From an optimization exercise on the open Yosys and OpenROAD flow, aimed at small area; shortcuts taken in it are not production practice. In this exercise RTL edits were held to simulation tests only and were not proved equivalent to the original. Power is estimated from default activity; no workload was simulated.

==> flow/design.v, too long to show whole: its modules and the start of the top module <==
// module fa: 4 lines
// module hai: 4 lines
// module sel3: 3 lines
// module multiply: 631 lines
module multiply (
    input             clk,
    input      [26:0] input_a,
    input      [26:0] input_b,
    output     [26:0] output_q,
    output            underflow
);
  // ...
==> flow/flow/run.sh <==
#!/bin/bash
# Layout flow: the standard flow (standard.sh), except that
#  - synthesis maps the small leaf modules (sel3, hai) with an area-oriented
#    ABC script (flow/abc_leaf.script) and the rest with flow/abc.script, and
#    extracts half adders only inside the design's ha modules (full adders
#    everywhere); otherwise it is the standard flow's synthesis script unchanged;
#  - extra make variables from flow/extra.txt (port buffer cell, power
#    recovery).
# Tool logs are under orfs/logs; make's output goes to make_finish.log.
set -euo pipefail
W=$(pwd)
{
  head -n 1 synth_recipe.tcl
  cat <<'EOT'
proc abc {args} {
  set i [lsearch -exact $args -script]
  set a1 $args; set a2 $args
  lset a1 [expr {$i + 1}] $::env(MY_ABC_SCRIPT_LEAF)
  lset a2 [expr {$i + 1}] $::env(MY_ABC_SCRIPT)
  yosys abc {*}$a1 sel3 hai
  yosys abc {*}$a2 multiply
}
proc extract_fa {args} {
  yosys extract_fa -fa {*}$args
  yosys extract_fa -ha {*}$args ha
}
EOT
  tail -n +2 synth_recipe.tcl
} > my_synth.tcl
export MY_ABC_SCRIPT=$W/flow/abc.script
export MY_ABC_SCRIPT_LEAF=$W/flow/abc_leaf.script
EXTRA=()
[[ -f flow/extra.txt ]] && mapfile -t EXTRA < flow/extra.txt
bash standard.sh SYNTH_SCRIPT=$W/my_synth.tcl "${EXTRA[@]}" finish > make_finish.log 2>&1
==> flow/flow/abc.script <==
strash
dch
map -D 1300
topo
stime -c
==> flow/flow/abc_leaf.script <==
strash
dch
amap
topo
stime -c
==> flow/flow/extra.txt <==
BUFFER_PORTS_ARGS=-buffer_cell sky130_fd_sc_hd__buf_1
RECOVER_POWER=100
==> flow/standard.sh <==
#!/bin/bash
# synth_recipe.tcl (not shown) runs the flow's synth.tcl, then flattens the netlist and writes it again
# the make line also repeats each setting of config.mk as NAME=value (left out here)
make -C /OpenROAD-flow-scripts/flow DESIGN_CONFIG=/design/flow/config.mk WORK_HOME=/design/flow/orfs CLKGATE_MAP_FILE= SYNTH_SCRIPT=/design/flow/synth_recipe.tcl "${@:-finish}"
==> flow/config.mk <==
export PLATFORM = sky130hd
export DESIGN_NAME = multiply
export DESIGN_NICKNAME = multiply
export VERILOG_FILES = /design/flow/design.v
export SDC_FILE = /design/flow/constraint.sdc
export NUM_CORES = 4
export LEC_CHECK = 0
export CAP_MARGIN = 20
export CORE_MARGIN = 2
export CORE_UTILIZATION = 40
export GPL_TIMING_DRIVEN = 0
export PLACE_DENSITY = 0.6
export SLEW_MARGIN = 20
export SYNTH_HIERARCHICAL = 1
export SYNTH_MINIMUM_KEEP_SIZE = 0
==> flow/constraint.sdc <==
create_clock -name core_clock -period 8.5 [get_ports {clk}]
set_input_delay 1.7000 -clock core_clock [delete_from_list [all_inputs] [get_ports {clk}]]
set_output_delay 1.7000 -clock core_clock [all_outputs]
set_load 0.01 [all_outputs]
==> results.txt, run 1 <==
----------------------------------------------------
[Synth]
  Total of flip-flops plus latches after synthesis ... 28
  Distinct cell type count of the synthesized netlist ... 37
  Synth Net Count ... 1020
  Synth area leader ... fa_1
  Adder-Cell Fraction of Synth Area ... 0.360
  Number of warnings printed during yosys synthesis ... 8
  Post-synthesis instance total ... 836
  Complex-gate fraction of the synthesized area ... 0.293
  Total standard cell area after synthesis ... 7170 µm²
  Post-synth top flop ... dfxtp_1

[CTS]
  H-Tree Depth ... 1
  CTS buffer count ... 3
  Clock transition at the register clock pins on the worst setup and hold paths after CTS ... 70 ps
  Clock sink total ... 28
  Count of hold buffers inserted by post-cts repair ... 0

[Hold path]
  Worst min-delay path startpoint ... input_a[26]
  Sink of the worst hold path ... q_sign
  Hold WC Path Type ... input pin to register

[Place]
  Port bufs ... 82
  Placement Cell Area ... about 7800 µm²
  DP Cell Count ... 1146

[Timing]
  Setup-violating endpoint count in the final report ... 0
  Tcrit/Tclk final ... 0.950
  RSZ-0062 raised after global routing ... false
  Least setup slack across all paths after layout ... 427 ps

[Outcome]
  Result of the run ... timing/DRC/antenna clean

[Worst setup path]
  Arrival time of data at the critical path endpoint ... 8280 ps
  Worst endpoint required time ... 8710 ps
  Worst setup endpoint ... q_prod[18]

[Final layout]
  Final cell count without fillers ... 1151
  Clk tree area frac ... 0.0109
  FILL cells ... 1779
  Top class by area ... multi-input gates
  Share of layout cells above drive strength 1 ... 0.0842
  Area Overhead vs Synth ... 13.2%
  Largest reg by FF count ... q_prod

[Pwr]
  Switching share of power ... 0.530
  Total power ... 0.00254 W

[GRT]
  GRT Total Usage ... 0.261
  Antenna violations before repair ... 0
  Global-route met1 utilization ... 0.352
  Vias in the first global route ... 7275

----------------------------------------------------
==> run 2, diff against run 1 <==
--- a/flow/design.v
+++ b/flow/design.v
@@ -528,110 +528,158 @@
 wire cG14 = g[29] | (p[29] & g[28]);
 wire cP14 = p[29] & p[28];
 wire cG15 = g[31] | (p[31] & g[30]);
 wire cP15 = p[31] & p[30];
 wire cG16 = g[33] | (p[33] & g[32]);
 wire cP16 = p[33] & p[32];
 wire cG17 = g[35] | (p[35] & g[34]);
 wire cP17 = p[35] & p[34];
-wire cG18 = cG1 | (cP1 & cG0);
-wire cG19 = cG3 | (cP3 & cG2);
-wire cP19 = cP3 & cP2;
-wire cG20 = cG5 | (cP5 & cG4);
-wire cP20 = cP5 & cP4;
-wire cG21 = cG7 | (cP7 & cG6);
-wire cP21 = cP7 & cP6;
-wire cG22 = cG9 | (cP9 & cG8);
-wire cP22 = cP9 & cP8;
-wire cG23 = cG11 | (cP11 & cG10);
-wire cP23 = cP11 & cP10;
-wire cG24 = cG13 | (cP13 & cG12);
-wire cP24 = cP13 & cP12;
-wire cG25 = cG15 | (cP15 & cG14);
-wire cP25 = cP15 & cP14;
-wire cG26 = cG17 | (cP17 & cG16);
-wire cP26 = cP17 & cP16;
-wire cG27 = cG19 | (cP19 & cG18);
-wire cG28 = cG21 | (cP21 & cG20);
-wire cP28 = cP21 & cP20;
-wire cG29 = cG23 | (cP23 & cG22);
-wire cP29 = cP23 & cP22;
-wire cG30 = cG25 | (cP25 & cG24);
-wire cP30 = cP25 & cP24;
-wire cG31 = cG28 | (cP28 & cG27);
-wire cG32 = cG30 | (cP30 & cG29);
-wire cP32 = cP30 & cP29;
-wire cG33 = cG32 | (cP32 & cG31);
-wire cG34 = cG29 | (cP29 & cG31);
-wire cG35 = cG20 | (cP20 & cG27);
-wire cG36 = cG22 | (cP22 & cG31);
-wire cG37 = cG24 | (cP24 & cG34);
-wire cG38 = cG26 | (cP26 & cG33);
-wire cG39 = cG2 | (cP2 & cG18);
-wire cG40 = cG4 | (cP4 & cG27);
-wire cG41 = cG6 | (cP6 & cG35);
-wire cG42 = cG8 | (cP8 & cG31);
-wire cG43 = cG10 | (cP10 & cG36);
-wire cG44 = cG12 | (cP12 & cG34);
-wire cG45 = cG14 | (cP14 & cG37);
-wire cG46 = cG16 | (cP16 & cG33);
-wire cG47 = g[2] | (p[2] & cG0);
-wire cG48 = g[4] | (p[4] & cG18);
-wire cG49 = g[6] | (p[6] & cG39);
-wire cG50 = g[8] | (p[8] & cG27);
-wire cG51 = g[10] | (p[10] & cG40);
-wire cG52 = g[12] | (p[12] & cG35);
-wire cG53 = g[14] | (p[14] & cG41);
-wire cG54 = g[16] | (p[16] & cG31);
-wire cG55 = g[18] | (p[18] & cG42);
-wire cG56 = g[20] | (p[20] & cG36);
-wire cG57 = g[22] | (p[22] & cG43);
-wire cG58 = g[24] | (p[24] & cG34);
-wire cG59 = g[26] | (p[26] & cG44);
-wire cG60 = g[28] | (p[28] & cG37);
-wire cG61 = g[30] | (p[30] & cG45);
-wire cG62 = g[32] | (p[32] & cG33);
-wire cG63 = g[34] | (p[34] & cG46);
+wire cG18 = g[2] | (p[2] & cG0);
+wire cG19 = cG1 | (cP1 & cG0);
+wire cG20 = g[6] | (p[6] & cG2);
+wire cP20 = p[6] & cP2;
+wire cG21 = cG3 | (cP3 & cG2);
+wire cP21 = cP3 & cP2;
+wire cG22 = g[10] | (p[10] & cG4);
+wire cP22 = p[10] & cP4;
+wire cG23 = cG5 | (cP5 & cG4);
+wire cP23 = cP5 & cP4;
+wire cG24 = g[14] | (p[14] & cG6);
+wire cP24 = p[14] & cP6;
+wire cG25 = cG7 | (cP7 & cG6);
+wire cP25 = cP7 & cP6;
+wire cG26 = g[18] | (p[18] & cG8);
+wire cP26 = p[18] & cP8;
+wire cG27 = cG9 | (cP9 & cG8);
+wire cP27 = cP9 & cP8;
+wire cG28 = g[22] | (p[22] & cG10);
+wire cP28 = p[22] & cP10;
+wire cG29 = cG11 | (cP11 & cG10);
+wire cP29 = cP11 & cP10;
+wire cG30 = g[26] | (p[26] & cG12);
+wire cP30 = p[26] & cP12;
+wire cG31 = cG13 | (cP13 & cG12);
+wire cP31 = cP13 & cP12;
+wire cG32 = g[30] | (p[30] & cG14);
+wire cP32 = p[30] & cP14;
+wire cG33 = cG15 | (cP15 & cG14);
+wire cP33 = cP15 & cP14;
+wire cG34 = g[34] | (p[34] & cG16);
+wire cP34 = p[34] & cP16;
+wire cG35 = cG17 | (cP17 & cG16);
+wire cP35 = cP17 & cP16;
+wire cG36 = g[4] | (p[4] & cG19);
+wire cG37 = cG2 | (cP2 & cG19);
+wire cG38 = cG20 | (cP20 & cG19);
+wire cG39 = cG21 | (cP21 & cG19);
+wire cG40 = g[12] | (p[12] & cG23);
+wire cP40 = p[12] & cP23;
+wire cG41 = cG6 | (cP6 & cG23);
+wire cP41 = cP6 & cP23;
+wire cG42 = cG24 | (cP24 & cG23);
+wire cP42 = cP24 & cP23;
+wire cG43 = cG25 | (cP25 & cG23);
+wire cP43 = cP25 & cP23;
+wire cG44 = g[20] | (p[20] & cG27);
+wire cP44 = p[20] & cP27;
+wire cG45 = cG10 | (cP10 & cG27);
+wire cP45 = cP10 & cP27;
+wire cG46 = cG28 | (cP28 & cG27);
+wire cP46 = cP28 & cP27;
+wire cG47 = cG29 | (cP29 & cG27);
+wire cP47 = cP29 & cP27;
+wire cG48 = g[28] | (p[28] & cG31);
+wire cP48 = p[28] & cP31;
+wire cG49 = cG14 | (cP14 & cG31);
+wire cP49 = cP14 & cP31;
+wire cG50 = cG32 | (cP32 & cG31);
+wire cP50 = cP32 & cP31;
+wire cG51 = cG33 | (cP33 & cG31);
+wire cP51 = cP33 & cP31;
+wire cG52 = g[8] | (p[8] & cG39);
+wire cG53 = cG4 | (cP4 & cG39);
+wire cG54 = cG22 | (cP22 & cG39);
+wire cG55 = cG23 | (cP23 & cG39);
+wire cG56 = cG40 | (cP40 & cG39);
+wire cG57 = cG41 | (cP41 & cG39);
+wire cG58 = cG42 | (cP42 & cG39);
+wire cG59 = cG43 | (cP43 & cG39);
+wire cG60 = g[24] | (p[24] & cG47);
+wire cP60 = p[24] & cP47;
+wire cG61 = cG12 | (cP12 & cG47);
+wire cP61 = cP12 & cP47;
+wire cG62 = cG30 | (cP30 & cG47);
+wire cP62 = cP30 & cP47;
+wire cG63 = cG31 | (cP31 & cG47);
+wire cP63 = cP31 & cP47;
+wire cG64 = cG48 | (cP48 & cG47);
+wire cP64 = cP48 & cP47;
+wire cG65 = cG49 | (cP49 & cG47);
+wire cP65 = cP49 & cP47;
+wire cG66 = cG50 | (cP50 & cG47);
+wire cP66 = cP50 & cP47;
+wire cG67 = cG51 | (cP51 & cG47);
+wire cP67 = cP51 & cP47;
+wire cG68 = g[16] | (p[16] & cG59);
+wire cG69 = cG8 | (cP8 & cG59);
+wire cG70 = cG26 | (cP26 & cG59);
+wire cG71 = cG27 | (cP27 & cG59);
+wire cG72 = cG44 | (cP44 & cG59);
+wire cG73 = cG45 | (cP45 & cG59);
+wire cG74 = cG46 | (cP46 & cG59);
+wire cG75 = cG47 | (cP47 & cG59);
+wire cG76 = cG60 | (cP60 & cG59);
+wire cG77 = cG61 | (cP61 & cG59);
+wire cG78 = cG62 | (cP62 & cG59);
+wire cG79 = cG63 | (cP63 & cG59);
+wire cG80 = cG64 | (cP64 & cG59);
+wire cG81 = cG65 | (cP65 & cG59);
+wire cG82 = cG66 | (cP66 & cG59);
+wire cG83 = cG67 | (cP67 & cG59);
+wire cG84 = g[32] | (p[32] & cG83);
+wire cG85 = cG16 | (cP16 & cG83);
+wire cG86 = cG34 | (cP34 & cG83);
+wire cG87 = cG35 | (cP35 & cG83);
 assign pr[0] = p[0];
 assign pr[1] = p[1] ^ g[0];
 assign pr[2] = p[2] ^ cG0;
-assign pr[3] = p[3] ^ cG47;
-assign pr[4] = p[4] ^ cG18;
-assign pr[5] = p[5] ^ cG48;
-assign pr[6] = p[6] ^ cG39;
-assign pr[7] = p[7] ^ cG49;
-assign pr[8] = p[8] ^ cG27;
-assign pr[9] = p[9] ^ cG50;
-assign pr[10] = p[10] ^ cG40;
-assign pr[11] = p[11] ^ cG51;
-assign pr[12] = p[12] ^ cG35;
-assign pr[13] = p[13] ^ cG52;
-assign pr[14] = p[14] ^ cG41;
-assign pr[15] = p[15] ^ cG53;
-assign pr[16] = p[16] ^ cG31;
-assign pr[17] = p[17] ^ cG54;
-assign pr[18] = p[18] ^ cG42;
-assign pr[19] = p[19] ^ cG55;
-assign pr[20] = p[20] ^ cG36;
-assign pr[21] = p[21] ^ cG56;
-assign pr[22] = p[22] ^ cG43;
-assign pr[23] = p[23] ^ cG57;
-assign pr[24] = p[24] ^ cG34;
-assign pr[25] = p[25] ^ cG58;
-assign pr[26] = p[26] ^ cG44;
-assign pr[27] = p[27] ^ cG59;
-assign pr[28] = p[28] ^ cG37;
-assign pr[29] = p[29] ^ cG60;
-assign pr[30] = p[30] ^ cG45;
-assign pr[31] = p[31] ^ cG61;
-assign pr[32] = p[32] ^ cG33;
-assign pr[33] = p[33] ^ cG62;
-assign pr[34] = p[34] ^ cG46;
-assign pr[35] = p[35] ^ cG63;
+assign pr[3] = p[3] ^ cG18;
+assign pr[4] = p[4] ^ cG19;
+assign pr[5] = p[5] ^ cG36;
+assign pr[6] = p[6] ^ cG37;
+assign pr[7] = p[7] ^ cG38;
+assign pr[8] = p[8] ^ cG39;
+assign pr[9] = p[9] ^ cG52;
+assign pr[10] = p[10] ^ cG53;
+assign pr[11] = p[11] ^ cG54;
+assign pr[12] = p[12] ^ cG55;
+assign pr[13] = p[13] ^ cG56;
+assign pr[14] = p[14] ^ cG57;
+assign pr[15] = p[15] ^ cG58;
+assign pr[16] = p[16] ^ cG59;
+assign pr[17] = p[17] ^ cG68;
+assign pr[18] = p[18] ^ cG69;
+assign pr[19] = p[19] ^ cG70;
+assign pr[20] = p[20] ^ cG71;
+assign pr[21] = p[21] ^ cG72;
+assign pr[22] = p[22] ^ cG73;
+assign pr[23] = p[23] ^ cG74;
+assign pr[24] = p[24] ^ cG75;
+assign pr[25] = p[25] ^ cG76;
+assign pr[26] = p[26] ^ cG77;
+assign pr[27] = p[27] ^ cG78;
+assign pr[28] = p[28] ^ cG79;
+assign pr[29] = p[29] ^ cG80;
+assign pr[30] = p[30] ^ cG81;
+assign pr[31] = p[31] ^ cG82;
+assign pr[32] = p[32] ^ cG83;
+assign pr[33] = p[33] ^ cG84;
+assign pr[34] = p[34] ^ cG85;
+assign pr[35] = p[35] ^ cG86;
 wire nz = (|ma) & (|mb);
 reg        q_sign;
 reg [7:0]  q_exp;
 reg [18:0] q_prod;
 always @(posedge clk) begin
     q_sign <= (input_a[26] ^ input_b[26]) & nz;
     q_exp  <= {~esum[7], esum[6:0]} & {8{nz}};
     q_prod <= pr[35:17];
==> flow/flow/abc.script (replaced) <==
strash
dch
map -D 5000
topo
stime -c
==> results.txt, run 2 <==
----------------------------------------------------
[Pwr]
  Largest vdd supply drop ... 0.270 mV
  Total power ... 0.00262 W (+3.0%)
  Total power per unit cell area ... 323 nW/µm²
  Leakage power total ... 2.70 nW
  Internal power component ... 0.00120 W
  Switching pwr ... 0.00141 W
  Combinational Power Share ... 0.852
  Clock power frac ... 0.053
  Switching share of power ... 0.540 (+0.00979)
  Part of the power in registers ... 0.094

[Synth]
  Total of flip-flops plus latches after synthesis ... 28 (unchanged)
  Synth Net Count ... 1041 (+2.1%)
  FFs w/ async S/R, synth ... 0
  Post-synth top flop ... dfxtp_1
  Commonest cells in the netlist ... a222oi_1, nand2_1, nor2_1
  Largest cells by area after synthesis ... fa_1, a222oi_1, dfxtp_1
  Post-synthesis instance total ... 865 (+3.5%)
  Dominant cell by count in the synthesized netlist ... a222oi_1
  Number of warnings printed during yosys synthesis ... 8 (unchanged)
  Number of enable flip-flop cells after synthesis ... 0
  Total standard cell area after synthesis ... 7140 µm² (-0.37%)
  Share of the yosys chip area belonging to registers ... 0.0785
  Share of the synthesized area in the top cell type ... 0.339
  Synth area leader ... fa_1
  Mean Syn Cell Area ... 8.26 µm²
  Distinct cell type count of the synthesized netlist ... 30 (-19%)

[Job]
  Number of max-capacitance violations reported ... 0

[Worst setup path]
  Master of the slowest instance on the critical path ... a222oi_1
  Kind of launch point of the worst setup path ... input pin
  Endpoint class of the critical path ... register
  Worst path bufs/invs ... 5
  Arrival time of data at the critical path endpoint ... 8310 ps (+30 ps)
  Largest incremental delay on the critical path ... approximately 540 ps
  Worst endpoint required time ... 8700 ps (about the same)
  Top cell family by delay on the critical path ... adder cells
  Class of the most critical setup path ... input pin to register
  Critical path peak fanout ... 22
  Critical path's most frequent cell ... fa_1

[Final layout]
  FILL cells ... 1739 (-2.2%)
  Most common cell after layout, fill and taps aside ... a222oi_1
  Final cell count without fillers ... 1184 (+2.9%)
  Area Overhead vs Synth ... 13.6%
  Final Cell Area ... between 8000 and 9000 µm²
  Diodes inserted ... 0
  # nets final ... 1136
  Largest reg by FF count ... q_prod
  Registers with the most flip-flops ... q_prod: 19 flops, q_exp: 8 flops, q_sign: 1 flops
  Flip-flop count of the largest register, all copies and words added ... 19
  Share of layout cells above drive strength 1 ... 0.0813 (-0.00290)
  Final standard cell utilization of the core ... 0.467
  Commonest cells after routing, fill and taps aside ... a222oi_1, nand2_1, fa_1, clkinv_1, nor2_1

[Route]
  Number of optimization iterations in the first detailed-route pass ... 28
  Count of routing violations after the opening detailed-route iteration ... 1684
  Vias per std cell ... 6.55
  Overall routed net length ... 24300 µm
  Antenna Violating Nets Remaining ... 0
  Remaining DRCs ... 0
  Count of vias placed by the detailed router ... 7750
  Post-DR wirelength/cell ... between 20 and 25 µm

[Hold path]
  Hold WC Path Type ... input pin to register

[GRT]
  Antenna violations before repair ... 0 (unchanged)
  First-pass GRT wire length ... 39200 µm
  GRT Total Usage ... 0.264 (+0.00272)
  Global route overflow ... 0
  Vias in the first global route ... 7277 (+0.027%)
  Largest net degree at the start of global routing ... 24

[Floorplanning]
  Horizontal die dimension ... 138 µm
  Effective utilization at floorplan ... 0.412
  Die span in y ... 138 µm
  Row count ... 48
  DIE AREA ... 18900 µm²
  Number of top-level design ports ... 83
  Area inside the core boundary ... 17400 µm²

[Timing]
  Tcrit/Tclk final ... 0.955 (+0.00520)
  Fin. Hold Viols ... 0
  Worst slew margin ... 0.186
  Setup-violating endpoint count in the final report ... 0 (unchanged)
  Actual transition at the worst max-transition pin ... 1220 ps
  Shortest period the worst path allows ... 8120 ps
  Slew Limit Fails ... 0
  RSZ-0062 raised after global routing ... false
  Achievable frequency ... 0.123 GHz

[CTS]
  CTS max path bufs ... 2
  TritonCTS clock tree ... done
  Buffer type at the clock tree root ... clkbuf_16
  Count of hold buffers inserted by post-cts repair ... 0 (unchanged)
  CTS buffer count ... 3 (unchanged)
  Clock sink total ... 28 (unchanged)
  H-Tree Depth ... 1 (unchanged)
  Clock transition at the register clock pins on the worst setup and hold paths after CTS ... 70 ps (about the same)

[Place]
  Port bufs ... 82 (unchanged)
  Placement Cell Area ... 7820 µm² (-0.32%)
  DP Cell Count ... 1176 (+2.6%)
  Placer congestion estimate ... roughly 0.9
  Post-DP HPWL ... 17700 µm

[Outcome]
  Result of the run ... timing/DRC/antenna clean

----------------------------------------------------
## run 2: cell types whose count changed in the layout (fill, tap and decap cells not counted), sizes merged, moves of 7 or more
cell and delta:
a21oi +12, a22oi +7, a32oi -8, fa -8, nor2 +29, xnor2 +7
## run 2: what timing repair did
| action | CTS | global route |
|---|---|---|
| resized for setup | 36 | 44 |
| setup endpoints to repair | 17 | 10 |
| buffers inserted | 2 | 2 |
## run 2: per-layer routing
layer	up-vias	global-route usage	routed length, µm	share of wire
li1	3467	-	-	-
met1	3645	0.369	9620	0.40
met2	560	0.410	10800	0.44
met3	78	0.0603	3120	0.13
met4	0	0.0727	761	0.031
met5	-	0	0	0
## run 2: cell type report
| cell class | count | area, µm² | area share |
|---|---|---|---|
| multi-input combinational | 721 | 6310 | 0.777 |
| buffer | 1 | 7.51 | 0.000925 |
| sequential | 28 | 561 | 0.0691 |
| clock buffer | 3 | 75.1 | 0.00925 |
| clock inverter | 1 | 30.0 | 0.00370 |
| timing repair buffer | 90 | 415 | 0.0512 |
| tap | 225 | 282 | 0.0347 |
| inverter | 115 | 435 | 0.0537 |
## run 2: cells by family (layout without fill, tap and decap cells)
logic type | count (synthesis) | after routing | synth area share
XOR/XNOR | 48 | 48 | 0.0589
AO/OA/AOI/OAI | 240 | 240 | 0.283
adder cells (fa/ha/maj) | 122 | 122 | 0.341
buffers and inverters | 116 | 210 | 0.0615
flip-flops | 28 | 28 | 0.0785
AND/OR/NAND/NOR | 311 | 311 | 0.177
## run 2: modules after synthesis, one instance, submodules excluded
module | cell area (µm²) | cells | copies in the design
hai | 16.3 | 4 | 15
multiply | 3160 | 542 | 1
sel3 | 10.0 | 1 | 152
fa | 20.0 | 1 | 111
## run 2: worst paths after layout
check	slack, ps	startpoint	end	depth (start not counted)
setup / recovery	380	input_a[3]	q_prod[18]	29
hold / removal	1710	input_a[26]	q_sign	3
## run 2: power by group through the flow
stage | combinational, W | sequential (W) | clock (W)
5_1_grt | 0.00256 | 0.000254 | 0.000151
6_report | 0.00223 | 0.000247 | 0.000140
3_3_place_gp | 0.00217 | 0.000250 | 0
2_1_floorplan | 0.00171 | 0.000244 | 0
4_1_cts | 0.00224 | 0.000247 | 0.000143
3_5_place_dp | 0.00220 | 0.000250 | 0
## run 2: through the flow
| step | hold WS (ps) | setup slack (ps) | setup TNS [ps] |
|---|---|---|---|
| floorplan | 1850 | 932 | 0 |
| finish | 1710 | 383 | 0 |
| global placement | 1970 | -1270 | -13990 |
| CTS | 1710 | 15.8 | 0 |
| global route | 1720 | 8.52 | 0 |
| detailed placement | 1990 | -1300 | -14470 |

[port drivers added, routing unchanged]
The results above use ideal ports. As a check the final layouts listed here were re-extracted and re-timed, cells and wires unchanged.
Step 1, drivers: a clkbuf_16 drives clk and a buf_2 each remaining input, both assumed.
Step 2 times the ports against the registers' clock, not the clock port: input delays grow and output delays shrink by t, the midpoint of the rising clock arrivals with the driver on.
Slacks: ideal / step 1 / step 2; pairs: ideal / step 1.
run	t (ns)	setup WS [ns]	worst setup path at the end	worst data-port slew with drivers (ns)
run 1	0.297	0.427 / 0.426 / 0.129	input to register	0.04
run 2	0.301	0.383 / 0.386 / 0.085	input to register	0.04
After both steps setup and hold are still met in every run listed.
